What follows belongs to an exercise in optimizing a design on an open flow for small area; a production flow would make more cautious choices. Only simulation tests tie the RTL to the original design; equivalence was not proved. Power and IR drop assume default switching activity.

==> flow/design.v (excerpt) <==
module game(clk, movement, row, col, state, start, reset, matrix, head_row, head_col, fout, ones, tens);
Settings: LEC_CHECK=0, CAP_MARGIN=20, CORE_MARGIN=2, CORE_UTILIZATION=70, CTS_BUF_LIST=sky130_fd_sc_hd__clkbuf_8, SLEW_MARGIN=20; clock period 10.0 ns.
standard.sh (not shown) runs the stock make flow with config.mk's settings and CLKGATE_MAP_FILE= SYNTH_SCRIPT=/design/flow/synth_recipe.tcl, a recipe that flattens the netlist after the stock synthesis.
==> flow/flow/run.sh <==
#!/bin/bash
# Layout flow: the standard flow (standard.sh) with two changes.
#  1. Synthesis maps the combinational logic for area (flow/synth_area.tcl):
#     the registers are those of the standard synthesis, which runs first and
#     is compared with; if they differ, the standard netlist is used.
#  2. The port buffers are buf_1 cells.
# Each step writes its full output to a log file here.
set -u
W=$(pwd)
R=$W/orfs/results/sky130hd/game/base

bash standard.sh synth > log_synth_standard.log 2>&1 || exit 1
cp "$R/1_2_yosys.v" "$W/netlist_standard.v"

MAKECMD=$(grep '^make ' standard.sh | sed "s|SYNTH_SCRIPT=[^ ]*|SYNTH_SCRIPT=$W/flow/synth_area.tcl|; s|\"\${@:-finish}\"||")
rm -f "$R/1_2_yosys.v" "$R/1_synth.odb" "$R/1_synth.sdc"
if eval "$MAKECMD synth" > log_synth_area.log 2>&1; then
  regs() { grep -oE '^ *sky130_fd_sc_hd__[a-z]*df[a-z]*_[0-9]+ +[^ ]+' "$1" | sed 's/_[0-9]* / /' | sort; }
  if [[ "$(regs "$W/netlist_standard.v")" == "$(regs "$R/1_2_yosys.v")" ]]; then
    echo "area synthesis: registers match the standard synthesis" > log_synth_check.log
  else
    echo "area synthesis: registers differ; using the standard netlist" > log_synth_check.log
    rm -f "$R/1_synth.odb" "$R/1_synth.sdc"
    cp "$W/netlist_standard.v" "$R/1_2_yosys.v"
    eval "$MAKECMD synth" >> log_synth_check.log 2>&1 || exit 1
  fi
else
  echo "area synthesis failed; using the standard netlist" > log_synth_check.log
  rm -f "$R/1_synth.odb" "$R/1_synth.sdc"
  cp "$W/netlist_standard.v" "$R/1_2_yosys.v"
  eval "$MAKECMD synth" >> log_synth_check.log 2>&1 || exit 1
fi

export BUFFER_PORTS_ARGS="-buffer_cell sky130_fd_sc_hd__buf_1"
bash standard.sh > log_layout.log 2>&1
==> flow/flow/area.abc <==
strash
ifraig
dc2
dch -f
amap
==> flow/flow/synth_area.tcl <==
# synth_recipe.tcl (the standard synthesis) with two changes that only touch the
# combinational logic: no full-adder extraction, and ABC maps with the
# area-oriented script in area.abc instead of ORFS's speed script.
proc synth {args} { yosys synth -nofsm -noshare {*}$args }
proc extract_fa {args} {}
set ::area_abc_script [file join [file dirname [file normalize [info script]]] area.abc]
proc abc {args} {
  set i [lsearch -exact $args -script]
  if {$i >= 0} { set args [lreplace $args [expr {$i + 1}] [expr {$i + 1}] $::area_abc_script] }
  yosys abc {*}$args
}
source $::env(SCRIPTS_DIR)/synth.tcl
# left out here: clear keep_hierarchy, flatten, clean up, hide names made inside functions, write 1_2_yosys.v
Edit:
--- a/flow/flow/run.sh
+++ b/flow/flow/run.sh
@@ -5,4 +5,5 @@
 #     is compared with; if they differ, the standard netlist is used.
 #  2. The port buffers are buf_1 cells.
+#  3. Clock tree synthesis adds no dummy loads.
 # Each step writes its full output to a log file here.
 set -u
@@ -33,3 +34,4 @@
 
 export BUFFER_PORTS_ARGS="-buffer_cell sky130_fd_sc_hd__buf_1"
+export CTS_ARGS="-sink_clustering_enable -repair_clock_nets -buf_list sky130_fd_sc_hd__clkbuf_8 -dont_use_dummy_load"
 bash standard.sh > log_layout.log 2>&1
Settings changed: CORE_UTILIZATION 70 to 60.
Result:
- The new run produced a clean layout
- cell count went up by 1.5%
- core utilization falls by 11 points
- worst setup slack gains 0.34 ns
Edit:
--- a/flow/flow/run.sh
+++ b/flow/flow/run.sh
@@ -5,5 +5,4 @@
 #     is compared with; if they differ, the standard netlist is used.
 #  2. The port buffers are buf_1 cells.
-#  3. Clock tree synthesis adds no dummy loads.
 # Each step writes its full output to a log file here.
 set -u
@@ -34,4 +33,3 @@
 
 export BUFFER_PORTS_ARGS="-buffer_cell sky130_fd_sc_hd__buf_1"
-export CTS_ARGS="-sink_clustering_enable -repair_clock_nets -buf_list sky130_fd_sc_hd__clkbuf_8 -dont_use_dummy_load"
 bash standard.sh > log_layout.log 2>&1
Settings changed: CAP_MARGIN 20 to 0, SLEW_MARGIN 20 to 0.
=> Total power went up by about 6%. Critical path depth does not change. Hold slack is better by 0.019 ns. Non-clock buffer count does not change. Synthesized cell count is unchanged. Wire length rises by 0.54%. Clock skew shrinks by 0.022 ns. Setup slack gets better by 0.058 ns. Area after synthesis does not change. Utilization climbs by 1.1 points.
Edit:
--- a/flow/flow/run.sh
+++ b/flow/flow/run.sh
@@ -5,4 +5,5 @@
 #     is compared with; if they differ, the standard netlist is used.
 #  2. The port buffers are buf_1 cells.
+#  3. Clock tree synthesis adds no dummy loads.
 # Each step writes its full output to a log file here.
 set -u
@@ -33,3 +34,4 @@
 
 export BUFFER_PORTS_ARGS="-buffer_cell sky130_fd_sc_hd__buf_1"
+export CTS_ARGS="-sink_clustering_enable -repair_clock_nets -buf_list sky130_fd_sc_hd__clkbuf_8 -dont_use_dummy_load"
 bash standard.sh > log_layout.log 2>&1
Settings changed: CAP_MARGIN 0 to 20, GPL_TIMING_DRIVEN set to 0, SLEW_MARGIN 0 to 20.
Register-to-register slack is worse by 0.88 ns.
First-iteration DRC count rises by 10%.
Cell count falls by 0.85%.
Clock power falls by 25%.
Edit:
--- a/flow/flow/run.sh
+++ b/flow/flow/run.sh
@@ -5,5 +5,4 @@
 #     is compared with; if they differ, the standard netlist is used.
 #  2. The port buffers are buf_1 cells.
-#  3. Clock tree synthesis adds no dummy loads.
 # Each step writes its full output to a log file here.
 set -u
@@ -34,4 +33,3 @@
 
 export BUFFER_PORTS_ARGS="-buffer_cell sky130_fd_sc_hd__buf_1"
-export CTS_ARGS="-sink_clustering_enable -repair_clock_nets -buf_list sky130_fd_sc_hd__clkbuf_8 -dont_use_dummy_load"
 bash standard.sh > log_layout.log 2>&1
Settings changed: GPL_TIMING_DRIVEN 0 to not set.
Effect:
- The new run finished clean
- die area does not change
- clock-buffer cell count is unchanged
- core utilization went up by 0.40 points
- critical path depth does not change
- non-clock buffer count drops by 2
- wire length is higher by about 2.2%
Edit:
--- a/flow/flow/run.sh
+++ b/flow/flow/run.sh
@@ -5,4 +5,5 @@
 #     is compared with; if they differ, the standard netlist is used.
 #  2. The port buffers are buf_1 cells.
+#  3. Clock tree synthesis adds no dummy loads.
 # Each step writes its full output to a log file here.
 set -u
@@ -33,3 +34,4 @@
 
 export BUFFER_PORTS_ARGS="-buffer_cell sky130_fd_sc_hd__buf_1"
+export CTS_ARGS="-sink_clustering_enable -repair_clock_nets -buf_list {sky130_fd_sc_hd__clkbuf_4 sky130_fd_sc_hd__clkbuf_8} -sink_clustering_size 8 -sink_clustering_max_diameter 40 -dont_use_dummy_load"
 bash standard.sh > log_layout.log 2>&1
=>
- The new run ran to the end with no violations
- final cell count goes down by 0.98%
- area after synthesis is unchanged
- clock-buffer cell count does not change
- clock skew grows by 0.022 ns
- hold slack gets worse by 0.019 ns

The RTL this note starts from:
==> flow/design.v <==
module game(clk, movement, row, col, state, start, reset, matrix, head_row, head_col, fout, ones, tens);
    input clk;
    input start, reset;
    input [3:0] movement;
    output reg [7:0] row;
    output reg [7:0] col;
    output reg [2:0] head_row, head_col;
    output reg [63:0] matrix;
    output [2:0] state;
    output reg fout;
    output reg [7:0] ones, tens;
    localparam [63:0] HAPPY = 64'h0018244200666600;
    localparam [63:0] SAD   = 64'h0042241800666600;
    localparam [63:0] FIRST = 64'h000000000E000000;  
    reg run, over;               
    reg [7:0] cnt;
    reg [2:0] st;                
    reg [3:0] so;                
    reg dv, dax, dsg;            
    reg [2:0] ai;                
    reg [1:0] q [0:30];          
    reg [2:0] er, ec;            
    reg [2:0] pr, pc;            
    reg [2:0] wc;                
    reg cov;                     
    reg stp, grw, wrp, sta;      
    integer i;
    assign state = {over, run, ~run & ~over};
    wire tick = (cnt == 8'd1) & ~fout;
    reg [2:0] ar, ac;
    always @(*) begin
        case (ai)
            3'd0: begin ar = 3'd0; ac = 3'd4; end
            3'd1: begin ar = 3'd4; ac = 3'd1; end
            3'd2: begin ar = 3'd1; ac = 3'd5; end
            3'd3: begin ar = 3'd5; ac = 3'd2; end
            3'd4: begin ar = 3'd2; ac = 3'd6; end
            3'd5: begin ar = 3'd6; ac = 3'd3; end
            3'd6: begin ar = 3'd3; ac = 3'd0; end
            default: begin ar = 3'd3; ac = 3'd6; end
        endcase
    end
    function [63:0] acell(input [2:0] a);
        begin
            acell = 64'd0;
            case (a)
                3'd0: acell[8*0+4] = 1'b1;
                3'd1: acell[8*4+1] = 1'b1;
                3'd2: acell[8*1+5] = 1'b1;
                3'd3: acell[8*5+2] = 1'b1;
                3'd4: acell[8*2+6] = 1'b1;
                3'd5: acell[8*6+3] = 1'b1;
                3'd6: acell[8*3+0] = 1'b1;
                default: acell[8*3+6] = 1'b1;
            endcase
        end
    endfunction
    wire [63:0] ap = acell(ai);
    wire [63:0] apprev = acell(ai == 3'd0 ? 3'd6 : ai - 3'd1);
    wire eat = run & (head_row == ar) & (head_col == ac);
    wire grow = eat & (st < 3'd3);
    wire wrap = eat & (st == 3'd6) & (so == 4'd3);
    reg can;
    always @(*) begin
        if (!dax) can = dsg ? (head_row != 3'd7) : (head_row != 3'd0);
        else      can = dsg ? (head_col != 3'd7) : (head_col != 3'd0);
    end
    wire step = run & tick & dv & can;
    wire begin_game = ~run & tick & start;
    function [2:0] pm1(input [2:0] v, input m);    
        pm1 = {v[2] ^ ((v[0] ^ m) & (v[1] ^ m)), v[1] ^ (v[0] ^ m), ~v[0]};
    endfunction
    wire [5:0] wsel = {wc == 3'd5, wc == 3'd4, wc == 3'd3, wc == 3'd2, wc == 3'd1, wc == 3'd0};
    wire [4:0] smin = (st >= 3'd3) ? 5'd30 : (((st == 3'd1) ? 5'd10 : (st == 3'd2) ? 5'd20 : 5'd0) + {1'b0, so});
    reg [5:0] base;
    always @(*) begin
        case (wc)
            3'd0: base = 6'd0; 3'd1: base = 6'd6; 3'd2: base = 6'd12; 3'd3: base = 6'd18;
            3'd4: base = 6'd24; 3'd5: base = 6'd30; default: base = 6'd36;
        endcase
    end
    wire [6:0] left = {2'b0, smin} + {6'd0, wrp} + 7'd1 - {1'b0, base};
    reg [2:0] wr [0:6];
    reg [2:0] wcl [0:6];
    reg [1:0] lk;
    reg hit;
    integer k, c;
    always @(*) begin
        wr[0] = pr; wcl[0] = pc;
        hit = 1'b0;
        for (k = 0; k < 6; k = k + 1) begin
            lk = 2'd0;
            for (c = 0; c < 6; c = c + 1)
                if (6*c + k < 31) lk = lk | ({2{wsel[c]}} & q[6*c + k]);
            wr[k+1] = wr[k]; wcl[k+1] = wcl[k];
            if (!left[6] && left[5:0] > k) begin
                if (!lk[1]) wr[k+1] = pm1(wr[k], lk[0]);
                else        wcl[k+1] = pm1(wcl[k], lk[0]);
            end
            if (wr[k] == 3'd0 && wcl[k] == 3'd0) hit = 1'b1;
        end
    end
    function [63:0] onecell(input [2:0] r, input [2:0] c);
        begin
            onecell = 64'd0;
            onecell[{r, c}] = 1'b1;
        end
    endfunction
    wire [2:0] ra = wrp ? wr[1] : head_row;
    wire [2:0] ca = wrp ? wcl[1] : head_col;
    wire [2:0] rb = wrp ? wr[2] : er;
    wire [2:0] cb = wrp ? wcl[2] : ec;
    wire nr = ~reset;
    wire hold = nr & run & ~(sta | wrp);
    wire [7:0] rowa = (8'd1 << ra) & {8{nr & (stp | wrp)}};
    wire [7:0] cola = 8'd1 << ca;
    wire [7:0] rowbs = (8'd1 << rb) & {8{nr & (grw | wrp)}};
    wire [7:0] rowbc = (8'd1 << rb) & {8{stp & ~cov}};
    wire [7:0] colb = 8'd1 << cb;
    wire xhappy = reset | (~run & ~over);
    wire xsad = nr & ~run & over;
    wire [63:0] xbits = (HAPPY & {64{xhappy}}) | (SAD & {64{xsad}}) | (FIRST & {64{nr & sta}}) |
                        (ap & {64{nr & run}}) | (apprev & {64{nr & wrp}});
    reg [63:0] mnext;
    always @(*) begin
        for (k = 0; k < 64; k = k + 1)
            mnext[k] = (matrix[k] & hold & ~(rowbc[k/8] & colb[k%8])) | (rowbs[k/8] & colb[k%8]) |
                       (rowa[k/8] & cola[k%8]) | xbits[k];
    end
    wire mone = (movement == 4'd1) | (movement == 4'd2) | (movement == 4'd4) | (movement == 4'd8);
    wire max = movement[2] | movement[3];
    wire msg = movement[1] | movement[3];
    wire rev = dv & mone & (max == dax) & (msg != dsg);
    always @(posedge clk) matrix <= mnext;
    always @(posedge clk) begin
        if (reset) begin
            run <= 1'b0; over <= 1'b0;
            cnt <= 8'd128; fout <= 1'b0;
            st <= 3'd0; so <= 4'd0; dv <= 1'b0; ai <= 3'd7;
            head_row <= 3'd3; head_col <= 3'd3;
            row <= 8'd1; col <= 8'd0;
            stp <= 1'b0; grw <= 1'b0; wrp <= 1'b0; sta <= 1'b0;
        end else begin
            if (cnt == 8'd1) begin
                fout <= ~fout;
                cnt <= reload(st, so);
            end else
                cnt <= cnt - 8'd1;
            row <= {row[0], row[7:1]};
            col <= ({8{row[0]}} & matrix[7:0]) | ({8{row[1]}} & matrix[15:8]) |
                   ({8{row[2]}} & matrix[23:16]) | ({8{row[3]}} & matrix[31:24]) |
                   ({8{row[4]}} & matrix[39:32]) | ({8{row[5]}} & matrix[47:40]) |
                   ({8{row[6]}} & matrix[55:48]) | ({8{row[7]}} & matrix[63:56]);
            stp <= step; grw <= grow; wrp <= wrap; sta <= begin_game;
            if (run) begin
                if (movement != 4'd0 && !rev) begin
                    dv <= mone; dax <= max; dsg <= msg;
                end
                if (eat) begin
                    if (wrap) begin
                        st <= 3'd0; so <= 4'd0;
                    end else if (so == 4'd9) begin
                        st <= st + 3'd1; so <= 4'd0;
                    end else
                        so <= so + 4'd1;
                    ai <= (ai == 3'd7) ? 3'd3 : (ai == 3'd6) ? 3'd0 : ai + 3'd1;
                end
                if (tick && dv) begin
                    if (can) begin
                        if (!dax) head_row <= dsg ? head_row + 3'd1 : head_row - 3'd1;
                        else      head_col <= dsg ? head_col + 3'd1 : head_col - 3'd1;
                    end else begin
                        run <= 1'b0; over <= 1'b1;
                    end
                end
            end else begin
                if (over) begin st <= 3'd0; so <= 4'd0; dv <= 1'b0; end
                if (tick && start) begin
                    run <= 1'b1; over <= 1'b0;
                    head_row <= 3'd3; head_col <= 3'd3;
                end
            end
        end
    end
    reg [2:0] xr, xc;
    always @(*) begin
        if (wrp) begin
            xr = wr[2]; xc = wcl[2];
        end else if (stp && wrap) begin
            xr = 3'd0; xc = 3'd0;
        end else if (stp && !grow) begin
            xr = er + pr; xc = ec + pc;
        end else begin
            xr = er; xc = ec;
        end
    end
    always @(posedge clk) begin
        if (step) begin
            q[0] <= {dax, dsg};
            for (i = 1; i < 31; i = i + 1) q[i] <= q[i-1];
        end else if (begin_game) begin
            q[0] <= 2'b11; q[1] <= 2'b11;    
        end
        if (begin_game) begin
            er <= 3'd3; ec <= 3'd1;
        end else if (stp || sta || wrp) begin
            er <= xr; ec <= xc;
        end
        if (stp || sta || wrp) begin
            pr <= head_row - xr; pc <= head_col - xc;
            wc <= 3'd0;
        end else begin
            pr <= wr[6]; pc <= wcl[6];
            if (wc != 3'd6) wc <= wc + 3'd1;
            cov <= (wc == 3'd0 ? 1'b0 : cov) | hit;
        end
    end
    function [7:0] reload(input [2:0] t, input [3:0] o);
        reg [7:0] ta;
        reg [5:0] ob;
        begin
            case (t)
                3'd0: ta = 8'd128; 3'd1: ta = 8'd78; 3'd2: ta = 8'd28; 3'd3: ta = 8'd234;
                3'd4: ta = 8'd184; 3'd5: ta = 8'd134; 3'd6: ta = 8'd84; default: ta = 8'd34;
            endcase
            ob = {o, 2'b00} + {2'b00, o};
            reload = ta - {2'b00, ob};
        end
    endfunction
    localparam [79:0] SEG = 80'h90_80_F8_82_92_99_B0_A4_F9_C0;
    function [7:0] seg(input [3:0] d);
        seg = SEG[8*d +: 8];
    endfunction
    always @(*) begin
        ones = seg(so);
        tens = seg({1'b0, st});
    end
endmodule
==> flow/config.mk <==
export PLATFORM = sky130hd
export DESIGN_NAME = game
export DESIGN_NICKNAME = game
export VERILOG_FILES = /design/flow/design.v
export SDC_FILE = /design/flow/constraint.sdc
export NUM_CORES = 8
export LEC_CHECK = 0
export CAP_MARGIN = 20
export CORE_MARGIN = 2
export CORE_UTILIZATION = 60
export CTS_BUF_LIST = sky130_fd_sc_hd__clkbuf_8
export SLEW_MARGIN = 20
==> flow/constraint.sdc <==
create_clock -name core_clock -period 10.0 [get_ports {clk}]
set_input_delay 2.0000 -clock core_clock [delete_from_list [all_inputs] [get_ports {clk}]]
set_output_delay 2.0000 -clock core_clock [all_outputs]
set_load 0.01 [all_outputs]
==> flow/flow/run.sh <==
#!/bin/bash
# Layout flow: the standard flow (standard.sh) with two changes.
#  1. Synthesis maps the combinational logic for area (flow/synth_area.tcl):
#     the registers are those of the standard synthesis, which runs first and
#     is compared with; if they differ, the standard netlist is used.
#  2. The port buffers are buf_1 cells.
# Each step writes its full output to a log file here.
set -u
W=$(pwd)
R=$W/orfs/results/sky130hd/game/base

bash standard.sh synth > log_synth_standard.log 2>&1 || exit 1
cp "$R/1_2_yosys.v" "$W/netlist_standard.v"

MAKECMD=$(grep '^make ' standard.sh | sed "s|SYNTH_SCRIPT=[^ ]*|SYNTH_SCRIPT=$W/flow/synth_area.tcl|; s|\"\${@:-finish}\"||")
rm -f "$R/1_2_yosys.v" "$R/1_synth.odb" "$R/1_synth.sdc"
if eval "$MAKECMD synth" > log_synth_area.log 2>&1; then
  regs() { grep -oE '^ *sky130_fd_sc_hd__[a-z]*df[a-z]*_[0-9]+ +[^ ]+' "$1" | sed 's/_[0-9]* / /' | sort; }
  if [[ "$(regs "$W/netlist_standard.v")" == "$(regs "$R/1_2_yosys.v")" ]]; then
    echo "area synthesis: registers match the standard synthesis" > log_synth_check.log
  else
    echo "area synthesis: registers differ; using the standard netlist" > log_synth_check.log
    rm -f "$R/1_synth.odb" "$R/1_synth.sdc"
    cp "$W/netlist_standard.v" "$R/1_2_yosys.v"
    eval "$MAKECMD synth" >> log_synth_check.log 2>&1 || exit 1
  fi
else
  echo "area synthesis failed; using the standard netlist" > log_synth_check.log
  rm -f "$R/1_synth.odb" "$R/1_synth.sdc"
  cp "$W/netlist_standard.v" "$R/1_2_yosys.v"
  eval "$MAKECMD synth" >> log_synth_check.log 2>&1 || exit 1
fi

export BUFFER_PORTS_ARGS="-buffer_cell sky130_fd_sc_hd__buf_1"
bash standard.sh > log_layout.log 2>&1
Scripts as last shown in full above: flow/flow/area.abc, flow/flow/synth_area.tcl
==> next run, changes <==
==> flow/flow/run.sh (replaced) <==
#!/bin/bash
# The standard layout, with the port buffers made from buf_1 cells.
export BUFFER_PORTS_ARGS="-buffer_cell sky130_fd_sc_hd__buf_1"
bash standard.sh > flow_standard.log 2>&1
removed: flow/flow/area.abc
removed: flow/flow/synth_area.tcl
Effect: Synthesized area rose by about 20%. Combinational power rose by 51%. Die area rose by 19%. Power rose by 19%. Worst hold slack degrades by 15 ps. Setup slack improves by 1400 ps. Sequential power rose by about 4%. Utilization fell by 3.7 points. Critical path depth fell by 13. First-iteration DRC count rose by 12%. Final cell count rose by about 7.5%.
==> next run, changes <==
- CORE_UTILIZATION: 60 -> 45
- CTS_BUF_LIST: sky130_fd_sc_hd__clkbuf_8 -> sky130_fd_sc_hd__clkbuf_8 sky130_fd_sc_hd__clkbuf_16
After rerunning: Sequential share of layout area drops by 0.86 points; core utilization came out lower by 15 points; routed wire length came out higher by 2.7%; power increases by 7.3%; flip-flop and latch count does not change.

re-timing with driven ports:
In the flow no input, the clock included, has a driving cell. The finished layouts below were timed again as built, in two steps. Step 1 sets driving cells, clkbuf_16 on the clock port and buf_2 on the other inputs (assumed; they add their load-dependent delay and slew). Step 2, shift: input delay + t, output delay - t, t = (earliest + latest rising clock arrival at the registers) / 2. This alone moves slack from input paths to output paths. Slacks: ideal / step 1 / step 2; pairs: ideal / step 1.
| run | t, ns | slack for setup (ns) | hold WS [ns] | slew at the worst register clock pin (ns) | worst data-port slew with drivers (ns) |
|---|---|---|---|---|---|
| the first run of note 1 | 0.516 | 1.692 / 1.692 / 1.692 | 0.456 / 0.456 / 0.456 | 0.11 / 0.11 | 0.03 |
| the second run of note 1 | 0.494 | 2.036 / 2.036 / 2.036 | 0.430 / 0.430 / 0.430 | 0.11 / 0.11 | 0.03 |
| the third run of note 1 | 0.526 | 2.094 / 2.094 / 2.094 | 0.449 / 0.449 / 0.449 | 0.11 / 0.11 | 0.04 |
| the fourth run of note 1 | 0.508 | 1.217 / 1.217 / 1.217 | 0.441 / 0.441 / 0.441 | 0.11 / 0.11 | 0.03 |
| the fifth run of note 1 | 0.528 | 2.076 / 2.076 / 2.076 | 0.449 / 0.449 / 0.449 | 0.11 / 0.11 | 0.04 |
| the sixth run of note 1 | 0.494 | 2.036 / 2.036 / 2.036 | 0.430 / 0.430 / 0.430 | 0.11 / 0.11 | 0.03 |
| the first run of note 2 | 0.512 | 2.174 / 2.174 / 2.174 | 0.458 / 0.458 / 0.458 | 0.11 / 0.11 | 0.03 |
| the second run of note 2 | 0.520 | 3.563 / 3.563 / 3.563 | 0.444 / 0.444 / 0.444 | 0.12 / 0.12 | 0.03 |
| the third run of note 2 | 0.493 | 3.540 / 3.540 / 3.540 | 0.447 / 0.447 / 0.447 | 0.08 / 0.08 | 0.03 |
After both steps setup and hold are still met in every run listed.
